Source: an optimization exercise on an open RTL-to-GDS flow (aim: small area). Production flows keep margins and buffers that such runs may drop.
Function was checked by simulation only, so behaviour that the tests miss may differ from the original.
Power figures rest on the tool's default switching activity, not on a simulated workload.

--- flow/run.sh ---
#!/bin/bash
# synth_recipe.tcl (not shown) runs the flow's synth.tcl, then flattens the netlist and writes it again
# the make line also repeats each setting of config.mk as NAME=value (left out here)
make -C /OpenROAD-flow-scripts/flow DESIGN_CONFIG=/design/flow/config.mk WORK_HOME=/design/flow/orfs CLKGATE_MAP_FILE= SYNTH_SCRIPT=/design/flow/synth_recipe.tcl finish
--- flow/config.mk ---
export PLATFORM = sky130hd
export DESIGN_NAME = tetris_main
export DESIGN_NICKNAME = tetris_main
export VERILOG_FILES = /design/flow/design.v
export SDC_FILE = /design/flow/constraint.sdc
export NUM_CORES = 8
export LEC_CHECK = 0
export CAP_MARGIN = 40
export CORE_MARGIN = 2
export CORE_UTILIZATION = 35
export SLEW_MARGIN = 40
--- flow/constraint.sdc ---
create_clock -name core_clock -period 12.0 [get_ports {clk}]
set_input_delay 2.4000 -clock core_clock [delete_from_list [all_inputs] [get_ports {clk}]]
set_output_delay 2.4000 -clock core_clock [all_outputs]
set_load 0.01 [all_outputs]
--- flow/design.v ---
`timescale 1ns / 1ps
module tetris_main(clk, rst, Btn_Left, Btn_Right, Btn_Down, Btn_Spin, GridS, GridA, Score);
	reg [199:0] Grid_Settled;
	reg [229:0] Grid_Active;
	input clk, rst, Btn_Left, Btn_Right, Btn_Down, Btn_Spin;
	output wire [199:0] GridS;
	output wire [199:0] GridA;
	output reg [12:0] Score;
	assign GridS = Grid_Settled[199:0];
	assign GridA = Grid_Active[229:30];
	parameter START_SCREEN_SETTLED = 200'b0;
	parameter GAMEOVER_SCREEN_SETTLED = 200'b0;
	parameter ROW_MASK = 10'b11111_11111;
	parameter BEGINNING_SA = 8'd213;
	parameter PS_None = 0,
			  PS_O_1 =  1,
			  PS_I_1 =  2,
			  PS_I_2 =  3,
			  PS_S_1 =  4,
			  PS_S_2 =  5,
			  PS_Z_1 =  6,
			  PS_Z_2 =  7,
			  PS_L_1 =  8,
			  PS_L_2 =  9,
			  PS_L_3 = 10,
			  PS_L_4 = 11,
			  PS_J_1 = 12,
			  PS_J_2 = 13,
			  PS_J_3 = 14,
			  PS_J_4 = 15,
			  PS_T_1 = 16,
			  PS_T_2 = 17,
			  PS_T_3 = 18,
			  PS_T_4 = 19;
	parameter PSd_O_1 = 16'b0110_0110_0000_0000,
			  PSd_I_1 = 16'b0100_0100_0100_0100,
			  PSd_I_2 = 16'b0000_1111_0000_0000,
			  PSd_S_1 = 16'b0000_0110_1100_0000,
			  PSd_S_2 = 16'b0100_0110_0010_0000,
			  PSd_Z_1 = 16'b0000_1100_0110_0000,
			  PSd_Z_2 = 16'b0100_1100_1000_0000,
			  PSd_L_1 = 16'b0100_0100_0110_0000,
			  PSd_L_2 = 16'b0000_1110_1000_0000,
			  PSd_L_3 = 16'b0110_0010_0010_0000,
			  PSd_L_4 = 16'b0010_1110_0000_0000,
			  PSd_J_1 = 16'b0100_0100_1100_0000,
			  PSd_J_2 = 16'b1000_1110_0000_0000,
			  PSd_J_3 = 16'b0110_0100_0100_0000,
			  PSd_J_4 = 16'b0000_1110_0010_0000,
			  PSd_T_1 = 16'b0100_1110_0000_0000,
			  PSd_T_2 = 16'b0100_1100_0100_0000,
			  PSd_T_3 = 16'b0000_1110_0100_0000,
			  PSd_T_4 = 16'b0100_0110_0100_0000;
	parameter S_Start = 0, 				 
			  S_Initialize = 1,			 
			  S_GenerateNewPiece = 2,	 
			  S_Idle = 3,				 
			  S_MoveLeft = 4,			 
			  S_MoveRight = 5,			 
			  S_Spin = 6,				 
			  S_SpinCorrection = 7,		 
			  S_Wait = 8,				 
			  S_Tick = 9,				 
			  S_CleanFullRows = 10,		 
			  S_CleanEmptyRows = 11,	 
			  S_CheckLoss = 12,			 
			  S_GameOver = 13;			 
	reg [199:0] Grid_Mask;
	wire Column_Left = Grid_Active[229] | Grid_Active[219] | Grid_Active[209] | Grid_Active[199] | Grid_Active[189]
					 | Grid_Active[179] | Grid_Active[169] | Grid_Active[159] | Grid_Active[149] | Grid_Active[139]
					 | Grid_Active[129] | Grid_Active[119] | Grid_Active[109] | Grid_Active[099] | Grid_Active[089]
					 | Grid_Active[079] | Grid_Active[069] | Grid_Active[059] | Grid_Active[049] | Grid_Active[039]
					 | Grid_Active[029] | Grid_Active[019] | Grid_Active[009];
	wire Column_Left2 = Grid_Active[228] | Grid_Active[218] | Grid_Active[208] | Grid_Active[198] | Grid_Active[188]
					  | Grid_Active[178] | Grid_Active[168] | Grid_Active[158] | Grid_Active[148] | Grid_Active[138]
					  | Grid_Active[128] | Grid_Active[118] | Grid_Active[108] | Grid_Active[098] | Grid_Active[088]
					  | Grid_Active[078] | Grid_Active[068] | Grid_Active[058] | Grid_Active[048] | Grid_Active[038]
					  | Grid_Active[028] | Grid_Active[018] | Grid_Active[008];
	wire Column_Right = Grid_Active[220] | Grid_Active[210] | Grid_Active[200] | Grid_Active[190] | Grid_Active[180]
					  | Grid_Active[170] | Grid_Active[160] | Grid_Active[150] | Grid_Active[140] | Grid_Active[130]
					  | Grid_Active[120] | Grid_Active[110] | Grid_Active[100] | Grid_Active[090] | Grid_Active[080]
					  | Grid_Active[070] | Grid_Active[060] | Grid_Active[050] | Grid_Active[040] | Grid_Active[030]
					  | Grid_Active[020] | Grid_Active[010] | Grid_Active[000];
	wire Column_Right2 = Grid_Active[221] | Grid_Active[211] | Grid_Active[201] | Grid_Active[191] | Grid_Active[181]
					   | Grid_Active[171] | Grid_Active[161] | Grid_Active[151] | Grid_Active[141] | Grid_Active[131]
					   | Grid_Active[121] | Grid_Active[111] | Grid_Active[101] | Grid_Active[091] | Grid_Active[081]
					   | Grid_Active[071] | Grid_Active[061] | Grid_Active[051] | Grid_Active[041] | Grid_Active[031]
					   | Grid_Active[021] | Grid_Active[011] | Grid_Active[001];
	reg [4:0] AP_State_PS;  
	reg [15:0] AP_State_PSd;  
	reg [7:0] AP_State_SA;  
	reg [4:0] Game_State;
	reg [5:0] Game_State_Counter;
	reg [2:0] Row_Elim_Counter;
	reg [16:0] Game_Clock_Counter;
	reg [13:0] Game_Clock_Acc;
	wire Game_Tick = Game_Clock_Counter[16];
	reg [2:0] Random_Counter;
	always @(posedge clk) begin
		if (rst)
			Random_Counter <= 3'b0;
		else if (Random_Counter == 3'b110)
			Random_Counter <= 3'b0;
		else
			Random_Counter <= Random_Counter + 1'b1;
	end
	 always @(posedge clk) begin
		if (rst)					Game_Clock_Acc <= 5;
		else if (Score < 13'd100)	Game_Clock_Acc <= 5;
		else if (Score < 13'd200)	Game_Clock_Acc <= 10;
		else if (Score < 13'd300)	Game_Clock_Acc <= 20;
		else if (Score < 13'd400)	Game_Clock_Acc <= 40;
		else if (Score < 13'd500)	Game_Clock_Acc <= 80;
		else if (Score < 13'd600)	Game_Clock_Acc <= 160;
		else if (Score < 13'd700)	Game_Clock_Acc <= 320;
		else if (Score < 13'd800)	Game_Clock_Acc <= 640;
		else if (Score < 13'd900)	Game_Clock_Acc <= 1280;
		else					Game_Clock_Acc <= 2560;
	end
	always @(posedge clk) begin
		if (rst) AP_State_PSd <= 16'b0;
		else case (AP_State_PS)
			PS_O_1: AP_State_PSd <= PSd_O_1;
			PS_I_1: AP_State_PSd <= PSd_I_1;
			PS_I_2: AP_State_PSd <= PSd_I_2;
			PS_S_1: AP_State_PSd <= PSd_S_1;
			PS_S_2: AP_State_PSd <= PSd_S_2;
			PS_Z_1: AP_State_PSd <= PSd_Z_1;
			PS_Z_2: AP_State_PSd <= PSd_Z_2;
			PS_L_1: AP_State_PSd <= PSd_L_1;
			PS_L_2: AP_State_PSd <= PSd_L_2;
			PS_L_3: AP_State_PSd <= PSd_L_3;
			PS_L_4: AP_State_PSd <= PSd_L_4;
			PS_J_1: AP_State_PSd <= PSd_J_1;
			PS_J_2: AP_State_PSd <= PSd_J_2;
			PS_J_3: AP_State_PSd <= PSd_J_3;
			PS_J_4: AP_State_PSd <= PSd_J_4;
			PS_T_1: AP_State_PSd <= PSd_T_1;
			PS_T_2: AP_State_PSd <= PSd_T_2;
			PS_T_3: AP_State_PSd <= PSd_T_3;
			PS_T_4: AP_State_PSd <= PSd_T_4;
			default: AP_State_PSd <= 16'b0;
		endcase
	end
	always @(posedge clk) begin
		if (rst) Grid_Active <= 230'b0;
		else Grid_Active <= 230'b0 + (AP_State_PSd[15:12] << (AP_State_SA + 30))
					+ (AP_State_PSd[11:8] << (AP_State_SA + 20))
					+ (AP_State_PSd[7:4] << (AP_State_SA + 10))
					+ (AP_State_PSd[3:0] << (AP_State_SA));
	end
	always @(posedge clk) begin
		if (rst)
			Game_Clock_Counter <= 0;
		else if (Game_State == S_Idle)
			Game_Clock_Counter <= Game_Clock_Counter[15:0] + Game_Clock_Acc;
		else if (Game_State == S_Spin)
			Game_Clock_Counter <= 0;
	end
	always @(posedge clk) begin
		if (rst) begin
			Game_State <= S_Start;
			Game_State_Counter <= 6'b0;
			Grid_Settled <= 200'b0;
			Grid_Mask <= 200'b0;
			Row_Elim_Counter <= 3'b0;
			Score <= 13'd0;
			AP_State_PS <= PS_None;
			AP_State_SA <= 8'd0;
		end
		else case (Game_State)
			S_Start: begin
				Grid_Settled <= START_SCREEN_SETTLED;
				if (Btn_Spin) begin
					Game_State_Counter <= 1'b0;
					Game_State <= S_Initialize;
				end
			end
			S_Initialize: begin
				Score <= 13'd0;
				Grid_Settled <= 200'b0;
				Game_State_Counter <= 1'b0;
				Game_State <= S_GenerateNewPiece;
			end
			S_GenerateNewPiece: begin
				if (Game_State_Counter == 0) begin
					case (Random_Counter)
						0: AP_State_PS <= PS_O_1;
						1: AP_State_PS <= PS_I_1;
						2: AP_State_PS <= PS_S_1;
						3: AP_State_PS <= PS_Z_1;
						4: AP_State_PS <= PS_L_1;
						5: AP_State_PS <= PS_J_1;
						default: AP_State_PS <= PS_T_1;
					endcase
					AP_State_SA <= BEGINNING_SA;
				end
				if (Game_State_Counter < 2)  
					Game_State_Counter <= Game_State_Counter + 1'b1;
				else begin
					Game_State_Counter <= 1'b0;
					Game_State <= S_Idle;
				end
			end
			S_Idle: begin
				if (Btn_Spin) begin
					Game_State_Counter <= 1'b0;
					Game_State <= S_Spin;
				end
				else if (Btn_Left) begin
					if ((Column_Left == 0) && (({1'b0,Grid_Settled[199:1]} & Grid_Active[229:30]) == 0))
						Game_State <= S_MoveLeft;
				end
				else if (Btn_Right) begin
					if ((Column_Right == 0) && (({Grid_Settled[198:0],1'b0} & Grid_Active[229:30]) == 0))
						Game_State <= S_MoveRight;
				end
				else if (Game_Tick || Btn_Down) begin
					Game_State_Counter <= 1'b0;
					Game_State <= S_Tick;
				end
			end
			S_MoveLeft: begin
				AP_State_SA <= AP_State_SA + 1'b1;
				Game_State_Counter <= 1;
				Game_State <= S_Wait;
			end
			S_MoveRight: begin
				AP_State_SA <= AP_State_SA - 1'b1;
				Game_State_Counter <= 1;
				Game_State <= S_Wait;
			end
			S_Spin: begin
				if (Game_State_Counter == 0) begin
					case (AP_State_PS)
						PS_O_1: AP_State_PS <= PS_O_1;
						PS_I_1: AP_State_PS <= PS_I_2;
						PS_I_2: AP_State_PS <= PS_I_1;
						PS_S_1: AP_State_PS <= PS_S_2;
						PS_S_2: AP_State_PS <= PS_S_1;
						PS_Z_1: AP_State_PS <= PS_Z_2;
						PS_Z_2: AP_State_PS <= PS_Z_1;
						PS_L_1: AP_State_PS <= PS_L_2;
						PS_L_2: AP_State_PS <= PS_L_3;
						PS_L_3: AP_State_PS <= PS_L_4;
						PS_L_4: AP_State_PS <= PS_L_1;
						PS_J_1: AP_State_PS <= PS_J_2;
						PS_J_2: AP_State_PS <= PS_J_3;
						PS_J_3: AP_State_PS <= PS_J_4;
						PS_J_4: AP_State_PS <= PS_J_1;
						PS_T_1: AP_State_PS <= PS_T_2;
						PS_T_2: AP_State_PS <= PS_T_3;
						PS_T_3: AP_State_PS <= PS_T_4;
						PS_T_4: AP_State_PS <= PS_T_1;
						default: AP_State_PS <= PS_None;
					endcase
				end
				if (Game_State_Counter < 3)
					Game_State_Counter <= Game_State_Counter + 1'b1;
				else begin
					Game_State_Counter <= 1'b0;
					Game_State <= S_SpinCorrection;
				end
			end
			S_SpinCorrection: begin
				Game_State_Counter <= Game_State_Counter + 1'b1;
				if (Game_State_Counter[0] == 0) begin
					if (Column_Left && Column_Right) begin
						if (Column_Left2 && Column_Right2)  
							AP_State_SA <= AP_State_SA + 2'd2;
						else if (Column_Left2 == 0)
							AP_State_SA <= AP_State_SA + 1'b1;
						else if (Column_Right2 == 0)
							AP_State_SA <= AP_State_SA - 1'b1;
					end
					else if ((Grid_Active[229:30] & Grid_Settled) != 0) begin
						AP_State_SA <= AP_State_SA + 4'd10;
					end
					else begin
						Game_State_Counter <= 1;
						Game_State <= S_Wait;
					end
				end				
			end
			S_Wait: begin
				if (Game_State_Counter != 0)
					Game_State_Counter <= Game_State_Counter + 1'b1;
				else Game_State <= S_Idle;
			end
			S_Tick: begin
				if (Grid_Active[39:30] > 0 || (Grid_Settled[189:0] & Grid_Active[229:40]) > 0) begin
					Grid_Settled <= Grid_Settled | Grid_Active[229:30];
					Game_State <= S_CleanFullRows;
					Game_State_Counter <= 16'b0;
				end
				else begin
					AP_State_SA <= AP_State_SA - 4'd10;
					Game_State_Counter <= 1'b1;
					Game_State <= S_Wait;
				end
			end
			S_CleanFullRows: begin
				if (Game_State_Counter == 0) begin
					Grid_Mask <= {ROW_MASK,190'b0};
					Row_Elim_Counter <= 3'b0;
				end
				else begin
					if ( Grid_Mask != 0 &&(Grid_Mask & Grid_Settled) == Grid_Mask) begin
						Grid_Settled <= Grid_Settled ^ Grid_Mask;
						Row_Elim_Counter <= Row_Elim_Counter + 1'b1;
					end
					Grid_Mask <= Grid_Mask >> 10;
				end
				if (Game_State_Counter > 21) begin
					case (Row_Elim_Counter)
						3'b000: Score <= Score;
						3'b001: Score <= Score + 13'd5;
						3'b010: Score <= Score + 13'd15;
						3'b011: Score <= Score + 13'd25;
						3'b100: Score <= Score + 13'd40;
						default: Score <= Score;
					endcase
					Game_State_Counter <= 16'b0;
					Game_State <= S_CleanEmptyRows;
				end
				else
					Game_State_Counter <= Game_State_Counter + 1'b1;
			end
			S_CleanEmptyRows: begin
				Game_State_Counter <= Game_State_Counter + 1'b1;
				case (Game_State_Counter)
					 0: if (Grid_Settled[189:180] == 0) Grid_Settled <= (Grid_Settled[199:190] << 180) + Grid_Settled[179:0];
					 1: if (Grid_Settled[179:170] == 0) Grid_Settled <= (Grid_Settled[199:180] << 170) + Grid_Settled[169:0];
					 2: if (Grid_Settled[169:160] == 0) Grid_Settled <= (Grid_Settled[199:170] << 160) + Grid_Settled[159:0];
					 3: if (Grid_Settled[159:150] == 0) Grid_Settled <= (Grid_Settled[199:160] << 150) + Grid_Settled[149:0];
					 4: if (Grid_Settled[149:140] == 0) Grid_Settled <= (Grid_Settled[199:150] << 140) + Grid_Settled[139:0];
					 5: if (Grid_Settled[139:130] == 0) Grid_Settled <= (Grid_Settled[199:140] << 130) + Grid_Settled[129:0];
					 6: if (Grid_Settled[129:120] == 0) Grid_Settled <= (Grid_Settled[199:130] << 120) + Grid_Settled[119:0];
					 7: if (Grid_Settled[119:110] == 0) Grid_Settled <= (Grid_Settled[199:120] << 110) + Grid_Settled[109:0];
					 8: if (Grid_Settled[109:100] == 0) Grid_Settled <= (Grid_Settled[199:110] << 100) + Grid_Settled[099:0];
					 9: if (Grid_Settled[099:090] == 0) Grid_Settled <= (Grid_Settled[199:100] <<  90) + Grid_Settled[089:0];
					10: if (Grid_Settled[089:080] == 0) Grid_Settled <= (Grid_Settled[199:090] <<  80) + Grid_Settled[079:0];
					11: if (Grid_Settled[079:070] == 0) Grid_Settled <= (Grid_Settled[199:080] <<  70) + Grid_Settled[069:0];
					12: if (Grid_Settled[069:060] == 0) Grid_Settled <= (Grid_Settled[199:070] <<  60) + Grid_Settled[059:0];
					13: if (Grid_Settled[059:050] == 0) Grid_Settled <= (Grid_Settled[199:060] <<  50) + Grid_Settled[049:0];
					14: if (Grid_Settled[049:040] == 0) Grid_Settled <= (Grid_Settled[199:050] <<  40) + Grid_Settled[039:0];
					15: if (Grid_Settled[039:030] == 0) Grid_Settled <= (Grid_Settled[199:040] <<  30) + Grid_Settled[029:0];
					16: if (Grid_Settled[029:020] == 0) Grid_Settled <= (Grid_Settled[199:030] <<  20) + Grid_Settled[019:0];
					17: if (Grid_Settled[019:010] == 0) Grid_Settled <= (Grid_Settled[199:020] <<  10) + Grid_Settled[009:0];
					18: if (Grid_Settled[009:000] == 0) Grid_Settled <= (Grid_Settled[199:010]);
				endcase
				if (Game_State_Counter < 18)
					Game_State_Counter <= Game_State_Counter + 1'b1;
				else begin
					Game_State_Counter <= 16'b0;
					Game_State <= S_CheckLoss;
				end
			end
			S_CheckLoss: begin
				if (Grid_Settled[199:190] > 0)
					Game_State <= S_GameOver;
				else begin
					Game_State <= S_GenerateNewPiece;
					Game_State_Counter <= 0;
				end
			end
			S_GameOver: begin
				if (Game_State_Counter != 0)
					Game_State_Counter <= Game_State_Counter + 1'b1;
				else if (Btn_Spin)
					Game_State <= S_Initialize;
			end
			default: Game_State <= S_Start;
		endcase
	end
endmodule
==> results.py <==
metrics = {
    "outcome": {
        "status": "finished clean",
    },
    "global_routing": {
        "grt_usage_pct": 55.00,
        "grt_antenna_before_repair": 100,
        "use_met1_pct": 60.36,
        "grt_pass1_vias": 78010,
        "gr-usage-met3_pct": 26.83,
        "grt_max_degree": 138,
        "grt_first_pass_wirelength_um": 717100,
        "busiest_layer": "met2",
        "gr-usage-met2_pct": 76.93,
        "gr-total-overflow": 0,
    },
    "critical_path": {
        "critPathRequiredTime_ns": 12.63,
        "crit_type": "reg2reg",
        "r2r-end": "Grid_Active[196]$_SDFF_PP0_",
        "arrival_ns": 10.36,
        "cpPeakStageDelay_ns": 0.83,
        "cp_max_fo": 40,
        "slowest_stage": "dfxtp_1",
        "worstRegToRegCells": 26,
        "critPathLaunch": "AP_State_SA[3]$_SDFFE_PP0P_",
        "rrSetupSlack_ns": 2.27,
        "end_kind": "flop",
        "crit_path_start_kind": "flop",
        "r2r_start": "AP_State_SA[3]$_SDFFE_PP0P_",
    },
    "timing": {
        "worst_hold_slack_ns": 0.4655,
        "fmax_mhz": 102.8,
        "fin_crit_ns": 9.731,
        "fin_crit_sh_pct": 81.09,
        "rsz0062_at_grt": "no",
        "finalHoldViolCount": 0,
        "worst_slew_pin_slew_ns": 1.147,
        "maxSlewViolCount": 0,
        "setup-tns-final_ns": 0,
        "finalSetupViolCount": 0,
        "relSlewSlack_pct": 23.56,
        "skew_ns": 0.04779,
        "setup_slack_ns": 2.269,
    },
    "detailed_routing": {
        "firstDrtPassIters": 9,
        "route.detailed.drc": 0,
        "viasPerCell": 6.929,
        "vias": 85270,
        "drt_wl_total_um": 547200,
        "antenna_left": 0,
        "dr.first_iter.drc_count": 13860,
        "avgRoutedWirePerCell_um": 44.46,
    },
    "cts": {
        "clock-sinks": 519,
        "numCtsBuffers": 74,
        "clk_latency_ns": 0.77,
        "cts_buffer_depth": 3,
        "cts_setup_buffers": 0,
        "holdBufCountCts": 0,
        "clk_root_buffer_cell": "clkbuf_16",
        "h-tree-depth": 3,
        "post_cts_resized": 0,
        "clk_pin_slew_ns": 0.06,
        "cts_tree": "built",
    },
    "place": {
        "numPortBuffers": 418,
        "hpwl_um": 417900,
        "place_area_um2": 74100,
        "gp_congestion": 1.194,
        "place_ws_ns": 2.511,
    },
    "hold_path": {
        "holdPathStages": 1,
        "min_path_type": "reg2reg",
        "worstHoldStart": "Random_Counter[0]$_SDFF_PP0_",
        "min_to": "Random_Counter[0]$_SDFF_PP0_",
    },
    "layout": {
        "drive_gt1_share_pct": 8.421,
        "fin_area_um2": 77520,
        "multi_input_area_um2": 49370,
        "fin_util_pct": 41.19,
        "regArea_um2": 10450,
        "fillers": 19780,
        "nets": 10570,
        "syn2layout_area_growth_pct": 16.57,
    },
    "yosys": {
        "ys_types": 103,
        "syn_area_um2": 66500,
        "ys_seq_elements": 519,
        "syn_inst": 9357,
        "avgSynthCellArea_um2": 7.107,
        "ys_warn_count": 1,
        "async_flop_share_pct": 0,
        "syn_nets": 10300,
        "ys_seq_area_share_pct": 15.62,
        "synth_edf_count": 0,
        "ys.flop_type": "dfxtp_1",
    },
    "floorplan": {
        "core_area_um2": 188200,
        "design.die.area_um2": 193500,
        "std_cell_rows": 159,
        "ios": 419,
        "chipWidth_um": 439.9,
        "start_util_pct": 35.34,
        "die_h_um": 439.9,
    },
    "power": {
        "p_leak_nw": 30.07,
        "irDropWorstVdd_mv": 0.1295,
        "powerDensity_nw_per_um2": 97.70,
    },
    "job": {
        "drv_cap": 0,
    },
}
==> stage by stage <==
stage | cells | power, W
detailed placement | 12030 | 0.004832
global placement | 12030 | 0.004793
floorplan | 9357 | 0.003627
finish | 12310 | 0.007574
CTS | 12160 | 0.007312
global route | 12200 | 0.007661
==> kinds of logic (layout without fill, tap and decap cells) <==
family	after synthesis	count (layout)	synth area share [%]
fa+ha+maj	933	933	22.70
compound gates	2406	2406	23.42
other cells	0	121	0
mux	22	22	0.3481
xor+xnor	265	265	3.490
simple gates	3473	3473	23.36
buf+inv	1739	2072	11.05
flops	519	519	15.62
==> report_power, final <==
part           leakage (nW)  switching, W  internal, W  total [W]
sequential             4.21      0.000128      0.00177    0.00190
clock                  1.27       0.00106      0.00145    0.00251
combinational          24.6       0.00246     0.000701    0.00316
total                  30.1       0.00365      0.00393    0.00757
==> cells in the mapped netlist, types with 12 or more instances <==
| master | n | share of area, % |
|---|---|---|
| nand2_1 | 807 | 4.6 |
| clkbuf_1 | 406 | 2.3 |
| and3_1 | 44 | 0.41 |
| nand2b_1 | 67 | 0.63 |
| a22o_1 | 58 | 0.76 |
| xor2_1 | 99 | 1.3 |
| a41oi_1 | 12 | 0.16 |
| a211oi_1 | 165 | 1.9 |
| o22ai_1 | 185 | 1.7 |
| nor2b_1 | 25 | 0.24 |
| a211o_1 | 42 | 0.55 |
| a311oi_1 | 18 | 0.24 |
| nor3_1 | 313 | 2.4 |
| a31oi_1 | 43 | 0.40 |
| a221oi_1 | 65 | 0.86 |
| mux2i_1 | 13 | 0.20 |
| o21ai_1 | 28 | 0.21 |
| nor2_1 | 1504 | 8.5 |
| o31ai_1 | 25 | 0.28 |
| o21bai_1 | 90 | 1.0 |
| xnor2_1 | 166 | 2.2 |
| fa_1 | 456 | 14 |
| a21boi_0 | 20 | 0.23 |
| a22oi_1 | 305 | 3.4 |
| nand3_1 | 134 | 1.0 |
| o22a_1 | 12 | 0.16 |
| buf_4 | 204 | 2.3 |
| ha_1 | 477 | 9.0 |
| dfxtp_1 | 519 | 16 |
| nand4_1 | 246 | 2.3 |
| o21ai_0 | 412 | 3.1 |
| inv_1 | 1070 | 6.0 |
| o21a_1 | 45 | 0.51 |
| nor4_1 | 161 | 1.5 |
| buf_2 | 36 | 0.27 |
| o211ai_1 | 16 | 0.18 |
| a21oi_1 | 669 | 5.0 |
| o32ai_1 | 12 | 0.16 |
| buf_1 | 16 | 0.090 |
| and2_1 | 29 | 0.27 |
| a21o_1 | 67 | 0.76 |
| or3_1 | 47 | 0.44 |
| or2_2 | 33 | 0.31 |
==> sequential cells by signal (all words and copies together), names as in the netlist, named ones only <==
register,count
Row_Elim_Counter,3
Game_State,4
Grid_Active,212
Game_State_Counter,6
Game_Clock_Counter,17
Game_Clock_Acc,12
Score,13
AP_State_PS,5
AP_State_PSd,11
Random_Counter,3
AP_State_SA,8
Grid_Mask,20
Grid_Settled,200
==> cell usage in the layout (no fill, tap or decap), drive strengths merged, types with 107 or more instances in the layout <==
| cell type | netlist | routed |
|---|---|---|
| a211oi | 167 | 167 |
| a21oi | 671 | 671 |
| a22oi | 305 | 305 |
| buf | 257 | 445 |
| clkbuf | 409 | 107 |
| clkdlybuf4s50 | 0 | 417 |
| dfxtp | 519 | 519 |
| diode | 0 | 121 |
| fa | 456 | 456 |
| ha | 477 | 477 |
| inv | 1070 | 1072 |
| nand2 | 811 | 811 |
| nand3 | 135 | 135 |
| nand4 | 248 | 248 |
| nor2 | 1507 | 1507 |
| nor3 | 317 | 317 |
| nor4 | 164 | 164 |
| o21ai | 444 | 444 |
| o22ai | 185 | 185 |
| xnor2 | 166 | 166 |
==> worst max-delay path by stage <==
stage	end	cells after the start
2_1_floorplan	Grid_Active[227]$_SDFF_PP0_	30
6_report	Grid_Active[196]$_SDFF_PP0_	26
4_1_cts	Grid_Active[196]$_SDFF_PP0_	26
5_1_grt	Grid_Active[215]$_SDFF_PP0_	26
3_3_place_gp	Grid_Active[196]$_SDFF_PP0_	26
3_5_place_dp	Grid_Active[196]$_SDFF_PP0_	26
==> worst max-delay path: cells and delay by family (launching register included) <==
family / cells / cell delay (ns)
fa+ha+maj: 4 / 1.76
buf+inv: 3 / 0.37
flops: 1 / 0.83
simple gates: 9 / 3.32
compound gates: 8 / 2.48
xor+xnor: 2 / 0.81
==> layout make-up <==
cell class	count	share of cell area [%]
Clock inverter	30	0.7069
Sequential cell	519	13.48
Antenna cell	121	0.3906
Timing Repair Buffer	868	9.815
Inverter	1073	5.195
Clock buffer	101	2.700
Tap cell	2495	4.027
Multi-Input combinational cell	7099	63.69
==> layer usage <==
layer / part of all wire (%) / up-vias
li1: - / 32950
met1: 35 / 41490
met2: 40 / 7971
met3: 14 / 2824
met4: 12 / 34
met5: 0.10 / -

[re-timing with driven ports]
How much do the figures lean on ideal ports? The routed layout below was timed once more, with nothing changed but the port constraints.
Step 1 assumes that a clkbuf_16 drives the clock port and a buf_2 every other input.
Step 2 times the ports against the registers' clock, not the clock port: input delays grow and output delays shrink by t, the midpoint of the rising clock arrivals with the driver on.
Slacks: ideal ports / drivers / drivers and shift; pairs: ideal ports / drivers.
shift t [ns]: 0.841
setup slack, ns: 2.269 / 2.269 / 2.269
worst data-port slew with drivers (ns): 0.09
cell pins on the clock port's net: 1
After both steps this run still meets setup and hold. For this run, drivers alone change the setup slack by 0.000 ns; drivers and shift together by 0.000 ns.
